Background: an optimization exercise with open tools, aiming at small area. Do not read the settings as production practice. The RTL was checked by simulation tests, not by an equivalence proof against the original design. Power and IR drop assume default switching activity.

==> flow/design.v <==
module ALU(
	input i_clk,
	input i_fetch,
	input i_pass_y,
	input i_first_y,
	input i_second_y,
	input [2:0] i_j,
	input i_window,
	input logic[2:0] i_op,
	input logic[1:0] i_x,
	output logic[7:0] o_result
	);
	logic c;
	logic[2:0] amount;
	logic xp;
	logic[1:0] y;
	logic c1;
	logic c2;
	logic[1:0] r;
	logic[1:0] xs;
	logic[7:0] left;
	logic[7:0] right;
	wire pass_x = i_window && !i_j[2];
	wire shift_op = i_op[2] & (i_op[1] | i_op[0]);
	wire cin = pass_x && i_j[1:0] == 0 ? i_op[0] : c;
	wire[1:0] x = pass_x ? i_x : 2'b00;
	always_comb begin
		y = o_result[1:0] ^ {2{i_op[0]}};
		c1 = (x[0] & y[0]) | (cin & (x[0] ^ y[0]));
		c2 = (x[1] & y[1]) | (c1 & (x[1] ^ y[1]));
		xs = amount[0] ? {x[0], i_j == 0 ? 1'b0 : xp} : x;
		case(i_op)
			0, 1: r = x ^ y ^ {c1, cin};
			2: r = x & o_result[1:0];
			3: r = ~(x | o_result[1:0]);
			4: r = x ^ o_result[1:0];
			default: r = c ? 2'b00 : xs;
		endcase
		case(amount[2:1])
			0: left = 8'b00001111;
			1: left = 8'b00000111;
			2: left = 8'b00000011;
			default: left = 8'b00000001;
		endcase
		case(amount)
			0: right = 8'b00001111;
			1, 2: right = 8'b00011110;
			3, 4: right = 8'b00111100;
			5, 6: right = 8'b01111000;
			default: right = 8'b11110000;
		endcase
	end
	wire take = i_window && (shift_op ? (i_op[1] ? right[i_j] : left[i_j]) : !i_j[2]);
	always_ff @(posedge i_clk)
		xp <= x[1];
	always_ff @(posedge i_clk)
		if(i_fetch)
			o_result <= {i_x, o_result[7:2]};
		else if(i_pass_y) begin
			o_result <= {shift_op ? 2'b00 : i_x, o_result[7:2]};
			if(i_first_y) begin
				c <= 1'b0;
				amount[1:0] <= i_x;
			end else if(i_second_y) begin
				c <= i_x[1];
				amount[2] <= i_x[0];
			end else
				c <= c | i_x[1] | i_x[0];
		end else begin
			if(take)
				o_result <= {r, o_result[7:2]};
			if(pass_x && !shift_op)
				c <= c2;
		end
endmodule
module debounce(
	input i_clk,
	input i_rst,
	input [WIDTH - 1:0] i_btn,
	output [WIDTH - 1:0] o_events,
	output [WAIT - 1:0] o_counter
	);
	parameter WIDTH = 1;
	parameter WAIT = 4;
	logic[WAIT - 1:0] counter;
	logic[WIDTH - 1:0] debounced;
	logic[WIDTH - 1:0] events;
	always_ff @(posedge i_clk)
		if(i_rst)
		begin
			debounced <= '0;
			counter <= '0;
		end else
		begin
			if(counter == 2)
			begin
				debounced <= i_btn;
				events <= debounced & ~i_btn;
			end
			counter <= counter - 1'b1;
		end
	assign o_events = events;
	assign o_counter = counter;
endmodule
module top(
	input i_clk,
	input i_rst,
	input [10:0] i_btn,
	output [11:0] o_led
	);
	typedef enum logic[2:0] {S_OP, S_REG_SEL, S_REG_EDIT, S_X_REG_SEL, S_Y_REG_SEL, S_RES_REG_SEL, S_RES} states;
	states state;
	logic[2:0] op;
	logic[2:0] x_reg;
	logic[2:0] y_reg;
	logic[2:0] res_reg;
	logic[2:0] sel_reg;
	logic[7:0] rings[8];
	logic clearing;
	logic[7:0] shown_reg;
	logic[7:0] shown;
	wire[10:0] ev_held;
	wire[3:0] cnt;
	wire[7:0] alu_out;
	debounce #(11, 4) debouncer0(i_clk, i_rst, i_btn, ev_held, cnt);
	wire pending = cnt == 13 && !clearing;
	wire[10:0] ev = ev_held & {11{pending}};
	wire[1:0] ph = 2'(2'd1 - cnt[1:0]);
	logic ahead;
	logic behind;
	logic pass_y;
	logic window;
	logic[2:0] j;
	always_comb begin
		ahead = 1'b0;
		behind = 1'b0;
		pass_y = 1'b0;
		window = 1'b1;
		j = 3'(4'd5 - cnt);
		case(cnt)
			1, 0, 15, 14: ahead = 1'b1;
			12, 11, 10, 9: behind = 1'b1;
			default: ;
		endcase
		case(cnt)
			9, 8, 7, 6: pass_y = 1'b1;
			default: ;
		endcase
		case(cnt)
			13, 12, 11, 10, 9, 8, 7, 6: window = 1'b0;
			default: ;
		endcase
	end
	wire edit = state == S_REG_EDIT;
	wire in_res = state == S_RES;
	wire[7:0] edit_ev = edit ? ev[7:0] : 8'b0;
	wire store = in_res & ev_held[10];
	wire selecting = state == S_OP || state == S_REG_SEL;
	wire[2:0] addr = selecting ? sel_reg ^ (state == S_REG_SEL ? ev_held[2:0] : 3'b0) :
		pass_y ? y_reg : x_reg;
	wire[1:0] shown_pair = shown_reg[2 * ph +: 2];
	wire[1:0] tap = rings[addr][1:0];
	wire[1:0] operand = in_res && addr == res_reg ? shown_pair : tap;
	ALU alu0(i_clk, selecting && ahead, pass_y, cnt == 9, cnt == 8, j, window, op, operand, alu_out);
	wire we = (ahead & store) | (behind & (edit | state == S_REG_SEL));
	wire[2:0] waddr = in_res ? res_reg : sel_reg;
	wire[1:0] wdata = clearing ? 2'b00 : shown_pair;
	always_ff @(posedge i_clk)
		for(int i = 0; i < 8; i++)
			rings[i] <= {clearing || (we && waddr == i) ? wdata : rings[i][1:0], rings[i][7:2]};
	always_ff @(posedge i_clk)
		if(i_rst)
			clearing <= 1'b1;
		else if(cnt == 13)
			clearing <= 1'b0;
	always_ff @(posedge i_clk)
		if(pending && (selecting || state == S_RES_REG_SEL || store))
			shown_reg <= alu_out;
		else
			shown_reg <= shown_reg ^ edit_ev;
	always_ff @(posedge i_clk)
	begin
		if(i_rst) begin
			state <= S_OP;
			op <= '0;
			x_reg <= '0;
			y_reg <= '0;
			res_reg <= '0;
			sel_reg <= '0;
		end else
		case(state)
			S_OP: begin
				op <= op ^ ev[2:0];
				if(ev[8])
					state <= S_REG_SEL;
			end
			S_REG_SEL: begin
				sel_reg <= sel_reg ^ ev[2:0];
				if(ev[8])
					state <= S_X_REG_SEL;
				if(ev[9])
					state <= S_REG_EDIT;
			end
			S_REG_EDIT: begin
				if(ev[9])
					state <= S_REG_SEL;
			end
			S_X_REG_SEL: begin
				x_reg <= x_reg ^ ev[2:0];
				if(ev[8])
					state <= S_Y_REG_SEL;
			end
			S_Y_REG_SEL: begin
				y_reg <= y_reg ^ ev[2:0];
				if(ev[8])
					state <= S_RES_REG_SEL;
			end
			S_RES_REG_SEL: begin
				res_reg <= res_reg ^ ev[2:0];
				if(ev[8])
					state <= S_RES;
			end
			default: begin
				if(ev[8])
					state <= S_OP;
			end
		endcase
	end
	always_comb
		case(state)
			S_OP: shown = {5'b0, op};
			S_REG_SEL: shown = {5'b0, sel_reg};
			S_X_REG_SEL: shown = {5'b0, x_reg};
			S_Y_REG_SEL: shown = {5'b0, y_reg};
			S_RES_REG_SEL: shown = {5'b0, res_reg};
			default: shown = shown_reg ^ edit_ev;
		endcase
	assign o_led = {1'b0, state, ~shown};
endmodule
==> flow/flow/run.sh <==
#!/bin/bash
# The standard layout, with the ports buffered by the smallest buffer and a
# clock tree of clkbuf_8 without dummy loads.
set -euo pipefail
export BUFFER_PORTS_ARGS="-buffer_cell sky130_fd_sc_hd__buf_1"
export CTS_ARGS="-sink_clustering_enable -repair_clock_nets -buf_list sky130_fd_sc_hd__clkbuf_8 -dont_use_dummy_load"
bash standard.sh > standard.log 2>&1
==> flow/standard.sh <==
#!/bin/bash
# synth_recipe.tcl (not shown) runs the flow's synth.tcl, then flattens the netlist and writes it again
# the make line also repeats each setting of config.mk as NAME=value (left out here)
make -C /OpenROAD-flow-scripts/flow DESIGN_CONFIG=/design/flow/config.mk WORK_HOME=/design/flow/orfs CLKGATE_MAP_FILE= SYNTH_SCRIPT=/design/flow/synth_recipe.tcl "${@:-finish}"
==> flow/config.mk <==
export PLATFORM = sky130hd
export DESIGN_NAME = top
export DESIGN_NICKNAME = top
export VERILOG_FILES = /design/flow/design.v
export SDC_FILE = /design/flow/constraint.sdc
export NUM_CORES = 4
export LEC_CHECK = 0
export ABC_AREA = 1
export CAP_MARGIN = 20
export CORE_MARGIN = 2
export CORE_UTILIZATION = 55
export SLEW_MARGIN = 20
==> flow/constraint.sdc <==
create_clock -name core_clock -period 10.0 [get_ports {i_clk}]
set_input_delay 2.0000 -clock core_clock [delete_from_list [all_inputs] [get_ports {i_clk}]]
set_output_delay 2.0000 -clock core_clock [all_outputs]
set_load 0.01 [all_outputs]
==> run summary <==
[path summary, 6_finish.rpt]
path,startpoint,end,slack (ns)
hold / removal,rings[2][7],rings[2][5],0.31
setup reg to reg,debouncer0.counter[0],alu0.o_result[7],5.53
hold reg to reg,rings[2][7],rings[2][5],0.31
setup / recovery,debouncer0.counter[0],o_led[2],4.74
[cell families after synthesis]
logic type / share of synthesized area [%]
muxes: 1.23
and+or+nand+nor: 22.0
AOI/OAI and AO/OA: 12.4
adders and majority gates: 3.01
buffers and inverters: 6.92
DFF: 52.8
other: 0.0684
xor gates and xnor gates: 1.60
[metrics by stage]
stage	area, sq um	util (%)	power [W]
finish	5900	60.7	0.00105
detailed placement	5670	58.3	0.000744
global placement	5670	58.3	0.000740
global route	5900	60.7	0.00110
floorplan	5480	-	0.000703
CTS	5900	60.7	0.00106
[critical path: stages (launching register included)]
cell and delay (ns):
dfxtp_1 0.52, ha_1 0.36, nand3_1 0.13, nor2_1 0.63
inv_1 0.17, nor2_1 0.33, nand2_1 0.11, xnor2_1 0.17
o21ai_0 0.23, buf_1 0.18
[synthesized netlist by cell type, types with 2 or more instances]
cell / instances
a211oi_1: 3
a21oi_1: 34
a221oi_1: 3
a31oi_1: 3
buf_6: 2
clkbuf_1: 9
dfxtp_1: 110
edfxtp_1: 23
fa_1: 2
ha_1: 10
inv_1: 76
inv_2: 7
mux2_2: 6
nand2_1: 123
nand2_2: 11
nand2_4: 2
nand3_1: 44
nand4_1: 5
nor2_1: 56
nor2_2: 4
nor2_4: 3
nor3_1: 12
nor3b_1: 7
o211ai_1: 2
o21ai_0: 66
o21ai_1: 4
o221ai_1: 2
o22ai_1: 4
xnor2_1: 6
xor2_1: 4
[power by group]
part           switching (W)  internal [W]  leakage (nW)
Combinational      0.0000809     0.0000419          1.06
Sequential         0.0000252      0.000587          1.11
Clock               0.000166      0.000149         0.122
[final cells by class]
cell class / instances / area [sq um] / area share [%]
inverter: 84 / 315 / 5.34
tap: 133 / 166 / 2.82
clock buffer: 17 / 234 / 3.96
multi-input combinational: 424 / 2210 / 37.4
timing repair buffer: 23 / 86.3 / 1.46
sequential: 133 / 2890 / 49.0
[routing by layer]
metal | share of wire, % | global-route usage, %
met1 | 49 | 35.7
met5 | 0 | 0
met3 | 6.2 | 6.42
met4 | 2.4 | 10.8
met2 | 42 | 34.2
==> results_dict.tcl <==
set metrics [dict create \
    crit_fanout 12 \
    leakagePower_nw 2.30 \
    syn_inst 653 \
    ctsLongestPathBuffers 2 \
    grt.total_usage_pct 24.5 \
    setup_viol 0 \
    yosys_warnings 4 \
    root_buffer "clkbuf_8" \
    row_count 36 \
    synth_top_area_share_pct 40.2 \
    arrival_ns 3.26 \
    ctsResizeCount 0 \
    setup_tns_ns 0 \
    vdd_ir_drop_max_mv 0.134 \
    postCtsSetupRepairBufs 0 \
    vias_per_cell 5.36 \
    nFillCells 890 \
    grt_pass1_wl_mm 20.6 \
    dpl.hpwl_mm 9.03 \
    cp-start-kind "register" \
    placed_cells 797 \
    layout_setup_ws_ns 4.74 \
    slew_violations 0 \
    seq_area_frac_synth_pct 52.8 \
    antenna_found_initial 0 \
    max_freq_mhz 190 \
    worst_pin_slew_ns 0.858 \
    cts_buffers 17 \
    status "finished clean" \
    crit_required_ns 8.00 \
    critical_path.endpoint_type "primary output" \
    instances_no_fill 814 \
    fin_crit_ns 5.26 \
    io_buffers 23 \
    fin_nets 708 \
    route.detailed.drc 0 \
    dp_slack_ns 5.19 \
    gp_congestion 0.957 \
    final_common_cell "nand2_1" \
    num_vias 4363 \
    fin_hold_ws_ns 0.310 \
    finalHoldViolCount 0 \
    drive_above_1_share_pct 7.64 \
    first_pass_iters 8 \
    path_class "register to primary output" \
    final_cell_mix "nand2_1 (123), dfxtp_1 (110), inv_1 (76)" \
    clock_latency_ns 0.44 \
    cts_sinks 133 \
    synth_nets 678 \
    reg2reg_depth 21 \
    cts_tree "yes" \
    grt_pass1_vias 4088 \
    power_per_cell_area_nw_per_um2 178 \
    num_antenna_cells 0 \
    synthArstFlopShare_pct 0 \
    gr-total-overflow 0 \
    yosysTopAreaCell "dfxtp_1" \
    core_sq_um 9730 \
    finalCritPeriodShare_pct 52.6 \
    yosysUniqueCellTypes 40 \
    die_h_microns 104 \
    whs_path_depth 0 \
    synthFlopType "dfxtp_1" \
    fp.dieW_microns 104 \
    skew_ns 0.0247 \
    synth-seq-cells 133 \
    rsz0062_at_grt "false" \
    reg_top3 "rings (64), debouncer0.debounced (11), debouncer0.events (11)" \
    cts.htree.levels 4 \
    avgSynthCellArea_sq_um 8.39 \
    max-slew-margin-rel_pct 42.6 \
    largest_register_ffs 64 \
    first_iter_violations 351 \
    wirelength_mm 12.3 \
    start_util_pct 56.3 \
    synth_area_sq_um 5480 \
    synth_edf_count 23 \
    syn_to_final_growth_pct 7.72 \
    io_pins 25 \
    path_clk_slew_ns 0.08 \
    cap_violations 0 \
    post_drt_wl_per_cell_microns 15.1 \
    synthTopCellsByArea "dfxtp_1 (40%), edfxtp_1 (13%), nand2_1 (8.4%)" \
    postRouteAntennaNets 0 \
    largest-register "rings" \
    hold_class "register to register" \
    holdBufCountCts 0 \
    grt_start_max_net_pins 24 \
    die_area_sq_um 10800 \
]

afterwards: timing with drivers on the ports:
In the flow no input, the clock included, has a driving cell. The finished layout below was timed again as built, in two steps.
Step 1, drivers: a clkbuf_16 drives i_clk and a buf_2 each remaining input, both assumed.
Step 2 adds t to the input delays and takes it off the output delays; t is the mean of the earliest and latest rising clock arrival at the registers after step 1. Input paths then give back, and output paths get back, about the clock's delay inside the block.
Three values: ideal, step 1, step 2; two values: the first two.
t, ns: 0.463
setup slack, ns: 4.744 / 4.708 / 5.171
clock arrival spread, ns: 0.025 / 0.025
After both steps setup and hold are still met in this run. For this run, drivers alone change the setup slack by -0.036 ns; drivers and shift together by +0.427 ns.
